From an optimization exercise on the open Yosys and OpenROAD flow, aimed at small area; shortcuts taken in it are not production practice. Function was checked by simulation only, so behaviour that the tests miss may differ from the original.

==> trial 21 <==
## logicGateNet
module logicGateNet(
    input clk,
    input rst,
    input rx,
    output tx
);
    localparam NR = 8, RL = 19;
    localparam [8:0] T_0 = 9'd1, T_HALF = 9'd347, T_END = 9'd419;
    reg [NR*RL-1:0] ring;
    reg [4:0] ph;        
    reg [8:0] T;         
    reg [8:0] n;         
    reg [7:0] s;         
    reg [1:0] st;        
    reg txm;             
    reg pend;            
    reg a, b;            
    reg rxq;
    reg txq;
    localparam S_IDLE = 2'd0, S_START = 2'd1, S_DATA = 2'd2, S_STOP = 2'd3;
    assign tx = txq;
    wire [4:0] cnt = {b, a, s[7:5]};
    wire [4:0] si = s[4:0];
    wire l0_st, l0_v;
    lgn_l0 l0 (.P(n[8:1]), .a(a), .b(b), .st(l0_st), .v(l0_v));
    wire [199:0] l3;
    lgn_net nw (.q(ring), .l3(l3));
    reg [3:0] cc;
    reg [2:0] pp;
    reg vv;
    always @(*) begin
        cc = 4'd0; pp = 3'd0; vv = 1'b0;
        case ({n[6:4], n[2:0]})
      6'd0: begin cc = 4'd1; pp = 3'd2; vv = 1'b1; end
      6'd1: begin cc = 4'd1; pp = 3'd3; vv = 1'b1; end
      6'd2: begin cc = 4'd1; pp = 3'd4; vv = 1'b1; end
      6'd3: begin cc = 4'd0; pp = 3'd0; vv = 1'b1; end
  ...
Settings: LEC_CHECK=0, CAP_MARGIN=20, CORE_MARGIN=2, CORE_UTILIZATION=40, SLEW_MARGIN=20; clock period 20.0 ns.
standard.sh (not shown) runs the stock make flow with config.mk's settings and CLKGATE_MAP_FILE= SYNTH_SCRIPT=/design/flow/synth_recipe.tcl, a recipe that flattens the netlist after the stock synthesis.
==> flow/flow/run.sh <==
#!/bin/bash
# Layout flow: the standard synthesis, then the combinational logic is
# re-mapped for area with ABC (flip-flops untouched), then the standard
# layout with a smaller clock tree (no dummy loads, fewer leaf buffers).
set -euo pipefail
W=$(pwd)
R=$W/orfs/results/$FLOW_PLATFORM/logicGateNet/base
LIB=$FLOW_HOME/platforms/$FLOW_PLATFORM/lib/sky130_fd_sc_hd__tt_025C_1v80.lib

bash standard.sh synth > $W/log_1_standard_synth.log 2>&1

# re-map combinational logic of the standard netlist
cp $R/1_2_yosys.v $W/std_1_2_yosys.v
DU=$(sed -n '/DONT_USE_CELLS/,/^$/p' $FLOW_HOME/platforms/$FLOW_PLATFORM/config.mk \
     | grep -o 'sky130_fd_sc_hd__[a-z0-9_]*' | sed 's/^/-dont_use /' | tr '\n' ' ')
sed -e "s#@LIB@#$LIB#g" -e "s#@DU@#$DU#g" -e "s#@IN@#$W/std_1_2_yosys.v#g" \
    -e "s#@OUT@#$W/remap_1_2_yosys.v#g" -e "s#@ABC@#$W/flow/area.abc#g" \
    -e "s#@TOP@#$FLOW_TOP#g" $W/flow/remap.ys > $W/remap.ys
yosys -l $W/log_2_remap.log $W/remap.ys > /dev/null 2>&1
cp $W/remap_1_2_yosys.v $R/1_2_yosys.v
rm -f $R/1_synth.odb $R/1_synth.sdc

export CTS_ARGS="-sink_clustering_enable -repair_clock_nets -dont_use_dummy_load -sink_clustering_size 40 -sink_clustering_max_diameter 80 -buf_list sky130_fd_sc_hd__clkbuf_8 -root_buf sky130_fd_sc_hd__clkbuf_8"
bash standard.sh > $W/log_3_standard_layout.log 2>&1
==> flow/flow/area.abc <==
strash
&get -n
&deepsyn -T 120
&put
dch -f
amap
topo
==> flow/flow/remap.ys <==
read_liberty -ignore_miss_func @LIB@
blackbox sky130_fd_sc_hd__*df* sky130_fd_sc_hd__*dl* sky130_fd_sc_hd__conb_1
read_verilog @IN@
hierarchy -top @TOP@
tee -o remap_stat_in.txt stat -liberty @LIB@
flatten
opt_clean -purge
abc -script @ABC@ -liberty @LIB@ @DU@
opt_clean -purge
hilomap -singleton -hicell sky130_fd_sc_hd__conb_1 HI -locell sky130_fd_sc_hd__conb_1 LO
insbuf -buf sky130_fd_sc_hd__buf_4 A X
splitnets
opt_clean -purge
hierarchy -top @TOP@
tee -o remap_stat_out.txt stat -liberty @LIB@
write_verilog -noattr -nohex -nodec @OUT@
==> trial 64: changes against trial 21 <==
--- a/flow/design.v
+++ b/flow/design.v
@@ -961,30 +961,29 @@
 module logicGateNet(
     input clk,
     input rst,
     input rx,
     output tx
 );
     localparam NR = 8, RL = 19;
-    localparam [8:0] T_0 = 9'd1, T_HALF = 9'd347, T_END = 9'd419;
     reg [NR*RL-1:0] ring;
     reg [4:0] ph;        
     reg [8:0] T;         
     reg [8:0] n;         
     reg [7:0] s;         
     reg [1:0] st;        
     reg txm;             
     reg pend;            
     reg a, b;            
     reg rxq;
     reg txq;
+    reg [4:0] cnt;       
+    reg [4:0] si;        
     localparam S_IDLE = 2'd0, S_START = 2'd1, S_DATA = 2'd2, S_STOP = 2'd3;
     assign tx = txq;
-    wire [4:0] cnt = {b, a, s[7:5]};
-    wire [4:0] si = s[4:0];
     wire l0_st, l0_v;
     lgn_l0 l0 (.P(n[8:1]), .a(a), .b(b), .st(l0_st), .v(l0_v));
     wire [199:0] l3;
     lgn_net nw (.q(ring), .l3(l3));
     reg [3:0] cc;
     reg [2:0] pp;
     reg vv;
@@ -1043,56 +1042,56 @@
       6'd55: begin cc = 4'd9; pp = 3'd1; vv = 1'b1; end
             default: ;
         endcase
     end
     wire [19:0] cls = l3[20*cc +: 20];
     wire smp = cls[si];
     wire ph0 = (ph == 5'd0);
-    wire tend = (T == T_END);
+    wire tend = (T == 9'd437);
     wire ins = pend && (ph == s[7:3]);
     integer r;
     always @(posedge clk) begin
         for (r = 0; r < NR; r = r + 1)
             ring[r*RL +: RL] <= {ring[r*RL +: RL-1],
                 (ins && s[2:0] == r) ? l0_v : ring[r*RL + RL-1]};
     end
     always @(posedge clk) begin
         rxq <= rx;
         ph <= (ph == RL-1) ? 5'd0 : ph + 5'd1;
-        T <= tend ? T_0 : {T[7:0], T[8] ^ T[4]};
+        T <= tend ? 9'd0 : T + 9'd1;
         if (ins) begin
             pend <= 1'b0;
             n <= n + 9'd1;
             s <= s + 8'd1;
         end
         if (txm) begin
             if (tend) begin
-                s <= 8'd0;
-                a <= 1'b0;
-                b <= 1'b0;
+                cnt <= 5'd0;
+                si <= 5'd0;
                 if (n[3:0] == 4'd9) begin
                     n[3:0] <= 4'd0;
                     n[6:4] <= n[6:4] + 3'd1;
                     if (n[6:4] == 3'd6) begin
                         txm <= 1'b0;
                         n <= 9'd0;
+                        s <= 8'd0;
                     end else
                         txq <= 1'b0;
                 end else begin
                     n[3:0] <= n[3:0] + 4'd1;
                     txq <= (n[3:0] == 4'd8) | (vv & cnt[pp]);
                 end
             end else if (ph0 && si != 5'd20) begin
-                {b, a, s[7:5]} <= cnt + {4'd0, smp};
-                s[4:0] <= si + 5'd1;
+                cnt <= cnt + smp;
+                si <= si + 5'd1;
             end
         end else begin
             case (st)
                 S_IDLE: begin
-                    T <= T_HALF;
+                    T <= 9'd219;
                     if (!rxq) st <= S_START;
                 end
                 S_START: if (tend) st <= rxq ? S_IDLE : S_DATA;
                 S_DATA: if (tend) begin
                     a <= b;
                     b <= rxq;
                     if (!n[0]) n <= n + 9'd1;
@@ -1102,17 +1101,16 @@
                 end
                 S_STOP: if (tend) begin
                     st <= S_IDLE;
                     if (n == 9'd400) begin
                         txm <= 1'b1;
                         txq <= 1'b0;
                         n <= 9'd0;
-                        s <= 8'd0;
-                        a <= 1'b0;
-                        b <= 1'b0;
+                        cnt <= 5'd0;
+                        si <= 5'd0;
                     end
                 end
             endcase
         end
         if (rst) begin
             ph <= 5'd0;
             n <= 9'd0;
==> flow/run.sh (new file) <==
#!/bin/bash
# synth_recipe.tcl (not shown) runs the flow's synth.tcl, then flattens the netlist and writes it again
# the make line also repeats each setting of config.mk as NAME=value (left out here)
make -C /OpenROAD-flow-scripts/flow DESIGN_CONFIG=/design/flow/config.mk WORK_HOME=/design/flow/orfs CLKGATE_MAP_FILE= SYNTH_SCRIPT=/design/flow/synth_recipe.tcl finish
removed: flow/flow/run.sh
removed: flow/flow/area.abc
removed: flow/flow/remap.ys
removed: flow/standard.sh
==> results.yml <==
power_and_ir_drop:
  power_frac_seq_pct: 66.0
status:
  outcome: "finished clean"
placement:
  dp_cells: 1263
clock_tree:
  clk_pin_slew_ns: 0.11
route:
  drt_iter0_drc: 1086
finish:
  nMultiInputCombCells: 662
setup_path:
  crit_arrival_ns: 7.74
(the above is from trial 21)
==> results.yml <==
route:
  drt_iter0_drc: 1375
clock_tree:
  clk_pin_slew_ns: 0.07
status:
  outcome: "finished clean"
placement:
  dp_cells: 1522
setup_path:
  crit_arrival_ns: 7.23
finish:
  nMultiInputCombCells: 914
power_and_ir_drop:
  power_frac_seq_pct: 49.3
(the above is from trial 64)

==> re-timing with driven ports <==
The results above use ideal ports. As a check the final layouts listed here were re-extracted and re-timed, cells and wires unchanged. Step 1 assumes that a clkbuf_16 drives the clock port and a buf_2 every other input. Step 2 adds t to the input delays and takes it off the output delays; t is the mean of the earliest and latest rising clock arrival at the registers after step 1. Input paths then give back, and output paths get back, about the clock's delay inside the block. a / b / c = ideal / step 1 / step 2; a / b = the first two.
| run | t (ns) | setup slack, ns | hold slack, ns | worst register clock-pin slew, ns | worst slew at a driven data input, ns |
|---|---|---|---|---|---|
| trial 21 | 0.517 | 12.629 / 12.651 / 12.134 | 0.314 / 0.314 / 0.314 | 0.11 / 0.11 | 0.03 |
| trial 64 | 0.557 | 13.163 / 13.195 / 12.638 | 0.324 / 0.324 / 0.324 | 0.07 / 0.07 | 0.03 |
After both steps setup and hold are still met in every run listed. The setup slack of trial 64, which loses most, moves by +0.032 ns with the drivers and by -0.525 ns with both steps.
